What follows belongs to an exercise in optimizing a design on an open flow for small area; a production flow would make more cautious choices.
Function was checked by simulation only, so behaviour that the tests miss may differ from the original.
Power and IR drop assume default switching activity.

## before
## BreakoutControl
module BreakoutControl(clk_50, strt, rst, L, R, tick, color, pix_x, pix_y, ball_x, ball_y, pad_x, bricks, win, lose);
input clk_50;
input strt, rst, L, R;
input tick;
output [2:0] color;
output [8:0] pix_x;
output [7:0] pix_y;
output [9:0] ball_x;
output [9:0] ball_y;
output [9:0] pad_x;
output [15:0] bricks;
output win, lose;
function [10:0] radd;
	input [10:0] a;
	input [10:0] b;
	input cin;
	integer i;
	reg c;
	begin
		c = cin;
		for (i = 0; i < 11; i = i + 1) begin
			radd[i] = a[i] ^ b[i] ^ c;
			c = (a[i] & b[i]) | (c & (a[i] | b[i]));
		end
	end
endfunction
function ge;
	input [10:0] v;
	input [10:0] c;
	integer i;
	reg r;
	begin
		r = 1'b1;
		for (i = 0; i < 11; i = i + 1)
			r = c[i] ? (v[i] & r) : (v[i] | r);
		ge = r;
	end
endfunction
reg ph25;
reg [8:0] x;    
reg [7:0] y;    
wire [10:0] xinc = radd({2'b0, x}, 11'd0, 1'b1);
wire [10:0] yinc = radd({3'b0, y}, 11'd0, 1'b1);
always @(posedge clk_50 or negedge rst)
	if (!rst) begin
		ph25 <= 1'b0;
		x <= 9'd0;
		y <= 8'd0;
	end else begin
		ph25 <= ~ph25;
		if (!ph25) begin
			if (x[8] & x[6]) begin             
				x <= 9'd0;
				y <= (&y[7:4]) ? 8'd0 : yinc[7:0];  
			end else
				x <= xinc[8:0];
		end
	end
localparam BS_START = 4'd0, BS_POS = 4'd1, BS_SMOVE = 4'd2, BS_MOVE = 4'd3,
           BS_SWY = 4'd4, BS_SWL = 4'd5, BS_SWR = 4'd6, BS_PAD = 4'd7, BS_DONE = 4'd8,
           BS_LOST = 4'd9;    
reg [3:0] bs;
reg [9:0] bx, by;
reg ud;            
reg [2:0] dx;      
reg [15:0] hit;
reg tbp, lrp, tbc, lrc;
reg [1:0] ps;
reg [7:0] px;      
reg pcol;
reg [2:0] pang;
always @(posedge clk_50 or negedge rst)
	if (!rst) bs <= BS_START;
	else if (tick)
		case (bs)
			BS_START: bs <= BS_POS;
			BS_POS:   if (!strt) bs <= BS_SMOVE;
			BS_SMOVE: bs <= BS_MOVE;
  ...
==> flow/config.mk <==
export PLATFORM = sky130hd
export DESIGN_NAME = BreakoutControl
export DESIGN_NICKNAME = BreakoutControl
export VERILOG_FILES = /design/flow/design.v
export SDC_FILE = /design/flow/constraint.sdc
export NUM_CORES = 4
export LEC_CHECK = 0
export CAP_MARGIN = 20
export CORE_MARGIN = 2
export CORE_UTILIZATION = 40
export SLEW_MARGIN = 20
==> flow/constraint.sdc <==
create_clock -name core_clock -period 10.0 [get_ports {clk_50}]
set_input_delay 2.0000 -clock core_clock [delete_from_list [all_inputs] [get_ports {clk_50}]]
set_output_delay 2.0000 -clock core_clock [all_outputs]
set_load 0.01 [all_outputs]
standard.sh (not shown) runs the stock make flow with config.mk's settings and CLKGATE_MAP_FILE= SYNTH_SCRIPT=/design/flow/synth_recipe.tcl, a recipe that flattens the netlist after the stock synthesis.
==> flow/flow/run.sh <==
#!/bin/bash
# The standard layout (standard.sh) with three changes:
#  - after the standard synthesis, ABC optimises the logic between the
#    registers again (deepsyn, four seeds in parallel) and maps it for area
#    (amap); the smallest result is laid out. The registers and tie cells stay
#    exactly as synthesised (same cells, same instance names). If that step
#    fails, the standard netlist is laid out instead;
#  - every port gets the smallest buffer;
#  - the clock tree is built from clkbuf_8 without dummy loads.
# Each tool writes its full output to a log file here.
set -euo pipefail
here=$(pwd)
export BUFFER_PORTS_ARGS="-buffer_cell sky130_fd_sc_hd__buf_1"
export CTS_ARGS="-sink_clustering_enable -repair_clock_nets -dont_use_dummy_load -buf_list sky130_fd_sc_hd__clkbuf_8"
DEEPSYN_SECONDS=240

bash standard.sh synth > synth.log 2>&1

res=orfs/results/$FLOW_PLATFORM/BreakoutControl/base
pv() { make -s -C "$FLOW_HOME" DESIGN_CONFIG="$here/config.mk" WORK_HOME="$here/orfs" "print-$1" | sed "s/^$1: //"; }
lib=$(pv LIB_FILES)
du=""
for c in $(pv DONT_USE_CELLS); do du="$du -dont_use $c"; done
cp "$res/1_2_yosys.v" "$here/synth_standard.v"

# black-box models of the flip-flops and tie cells, so that they stay as they are
cat > stubs.ys <<EOS
read_liberty -lib -ignore_miss_func $lib
write_verilog -blackboxes $here/cells_bb.v
EOS
yosys -s stubs.ys > stubs.log 2>&1
awk '/^module /{keep=($2 ~ /^sky130_fd_sc_hd__(df|conb_1)/)} keep{print} /^endmodule/{keep=0}' cells_bb.v > keep_bb.v

remap() {
  local s=$1
  sed "s/@T@/$DEEPSYN_SECONDS/; s/@S@/$s/" flow/remap.abc > remap_$s.abc
  # every other cell is read as its logic function, flattened and mapped again
  cat > remap_$s.ys <<EOS
read_verilog -lib $here/keep_bb.v
read_liberty -ignore_miss_func -ignore_redef $lib
read_verilog $here/synth_standard.v
hierarchy -top $FLOW_TOP
flatten
rename -hide w:*.*
delete t:\$scopeinfo
opt -purge
abc -liberty $lib $du -script $here/remap_$s.abc
opt_clean -purge
hilomap -singleton -hicell sky130_fd_sc_hd__conb_1 HI -locell sky130_fd_sc_hd__conb_1 LO
splitnets
opt_clean -purge
write_verilog -noattr -noexpr -nohex -nodec $here/remap0_$s.v
EOS
  yosys -s remap_$s.ys > remap_$s.log 2>&1 || return 0
  python3 flow/fixnets.py remap0_$s.v remap1_$s.v > fixnets_$s.log 2>&1 || return 0
  cat > finish_$s.ys <<EOS
read_liberty -lib -ignore_miss_func $lib
read_verilog $here/remap1_$s.v
hierarchy -top $FLOW_TOP
opt_clean -purge
insbuf -buf sky130_fd_sc_hd__buf_4 A X
check -assert
tee -o $here/remap_stat_$s.txt stat -liberty $lib
write_verilog -noattr -noexpr -nohex -nodec $here/remap_$s.v
EOS
  yosys -s finish_$s.ys > finish_$s.log 2>&1 || rm -f remap_$s.v
}
for s in 1 6 7 8; do remap $s & done
wait

# lay out the smallest new netlist that has exactly the standard netlist's registers
regs() { grep -oE '^ *sky130_fd_sc_hd__df[a-z0-9_]+ +[^ ]+' "$1" | sed 's/^ *//' | sort; }
best=""
bestarea=""
for s in 1 6 7 8; do
  [[ -s remap_$s.v && -s remap_stat_$s.txt ]] || continue
  [[ "$(regs remap_$s.v)" == "$(regs synth_standard.v)" ]] || continue
  a=$(grep "Chip area" remap_stat_$s.txt | awk '{print $NF}')
  if [[ -z "$best" ]] || awk "BEGIN{exit !($a < $bestarea)}"; then best=$s; bestarea=$a; fi
done
if [[ -n "$best" ]]; then
  cp "$here/remap_$best.v" "$here/synth_remap.v"
  cp "$here/synth_remap.v" "$res/1_2_yosys.v"
  echo "laying out the remapped netlist of seed $best (area $bestarea)" > choice.log
else
  echo "remap failed; laying out the standard netlist" > choice.log
fi
rm -f "$res/1_synth.odb" "$res/1_synth.sdc"
bash standard.sh > layout.log 2>&1
Other scripts of this flow, unchanged in this note and not shown: flow/flow/fixnets.py, flow/flow/remap.abc
## Diff of input files: after against before
diff --git a/flow/design.v b/flow/design.v
--- a/flow/design.v
+++ b/flow/design.v
@@ -206,29 +206,29 @@
 		wst <= &hit;
 		W <= wst;
 	end
 wire over = lo | W;
 wire [10:0] x11 = {2'b0, x};
 wire [10:0] qe = radd(x11, {3'b111, ~px}, 1'b0);           
 wire padpix = !qe[10] && !ge(qe, 11'd79) && ge({3'b0, y}, 201) && !ge({3'b0, y}, 210);
-wire [10:0] bxd = radd(bx11, ~x11, 1'b1);                  
-wire [10:0] byd = radd(by11, ~{3'b0, y}, 1'b1);            
+wire [10:0] bxd = radd(xinc, ~bx11, 1'b1);                 
+wire [10:0] byd = radd(yinc, ~by11, 1'b1);                 
 wire ballpix = bx[9:1] != 9'd0 && by[9:1] != 9'd0 &&
-               (bxd == 11'd0 || bxd == 11'd1 || bxd == 11'h7ff) &&
-               (byd == 11'd0 || byd == 11'd1 || byd == 11'h7ff);
+               bxd[10:2] == 9'd0 && bxd[1:0] != 2'd3 && byd[10:2] == 9'd0 && byd[1:0] != 2'd3;
 wire [7:0] colx;
 generate
 	for (k = 0; k < 8; k = k + 1) begin : g_colx
-		assign colx[k] = ge(x11, 2 + 40 * k) && !ge(x11, 41 + 40 * k);
+		assign colx[k] = ge(x11, 2 + 40 * k) && (k == 7 || !ge(x11, 41 + 40 * k));
 	end
 endgenerate
 wire [10:0] y11 = {3'b0, y};
 wire r1 = ge(y11, 51) && !ge(y11, 70);
 wire r2 = ge(y11, 20) && !ge(y11, 39);
-wire blkpix = (r1 && |(colx & ~hit[7:0])) || (r2 && |(colx & ~hit[15:8]));
+wire [7:0] hrow = r2 ? hit[15:8] : hit[7:0];
+wire blkpix = (r1 || r2) && |(colx & ~hrow);
 wire [2:0] cls = (padpix || (ballpix && !over)) ? 3'd1 :
                  (blkpix && !over) ? 3'd2 :
                  lo ? 3'd5 : W ? 3'd4 : 3'd3;
 always @(posedge clk_50 or negedge rst)
 	if (!rst) begin
 		st <= 1'b0;
 		dp <= 1'b0;
==> comparison <==
- after: all stages complete, timing, DRC and antenna checks passed
- after vs. before: net load switching power went up; core occupancy in the finished layout went up; proportion of power drawn by the clock network went down; met1 layer wirelength in the final routing did not really move; placed cell count went down.
- after against before: global-route wire length before repair lower, total vias in the final route rose by about 0.7%, sum of met3 wire segment lengths after detailed routing went down 1.6%.
- [compare] base=before new=after: initial core utilization now larger; minimum clock period went down by 0.0035 ns; number of setup buffers added after CTS held steady; sequential share of layout area higher.

-- afterwards: timing with drivers on the ports --
The flow's constraints put no driver on any port. The routed layouts listed below were extracted and timed again, unchanged, in two steps.
Step 1 sets driving cells, clkbuf_16 on the clock port and buf_2 on the other inputs (assumed; they add their load-dependent delay and slew).
Step 2 also shifts input and output timing later by t, the mid clock arrival at the registers, as if the neighbouring blocks saw the same clock.
Three values: ideal, step 1, step 2; two values: the first two.
| run | shift t [ns] | setup WS [ns] | worst setup path at the end | worst data-port slew with drivers (ns) |
|---|---|---|---|---|
| before | 0.412 | 4.062 / 4.059 / 3.647 | input to register | 0.04 |
| after | 0.412 | 4.065 / 4.081 / 3.669 | input to register | 0.03 |
After both steps setup and hold are still met in every run listed. For before, which loses most, drivers alone change the setup slack by -0.003 ns; drivers and shift together by -0.415 ns.
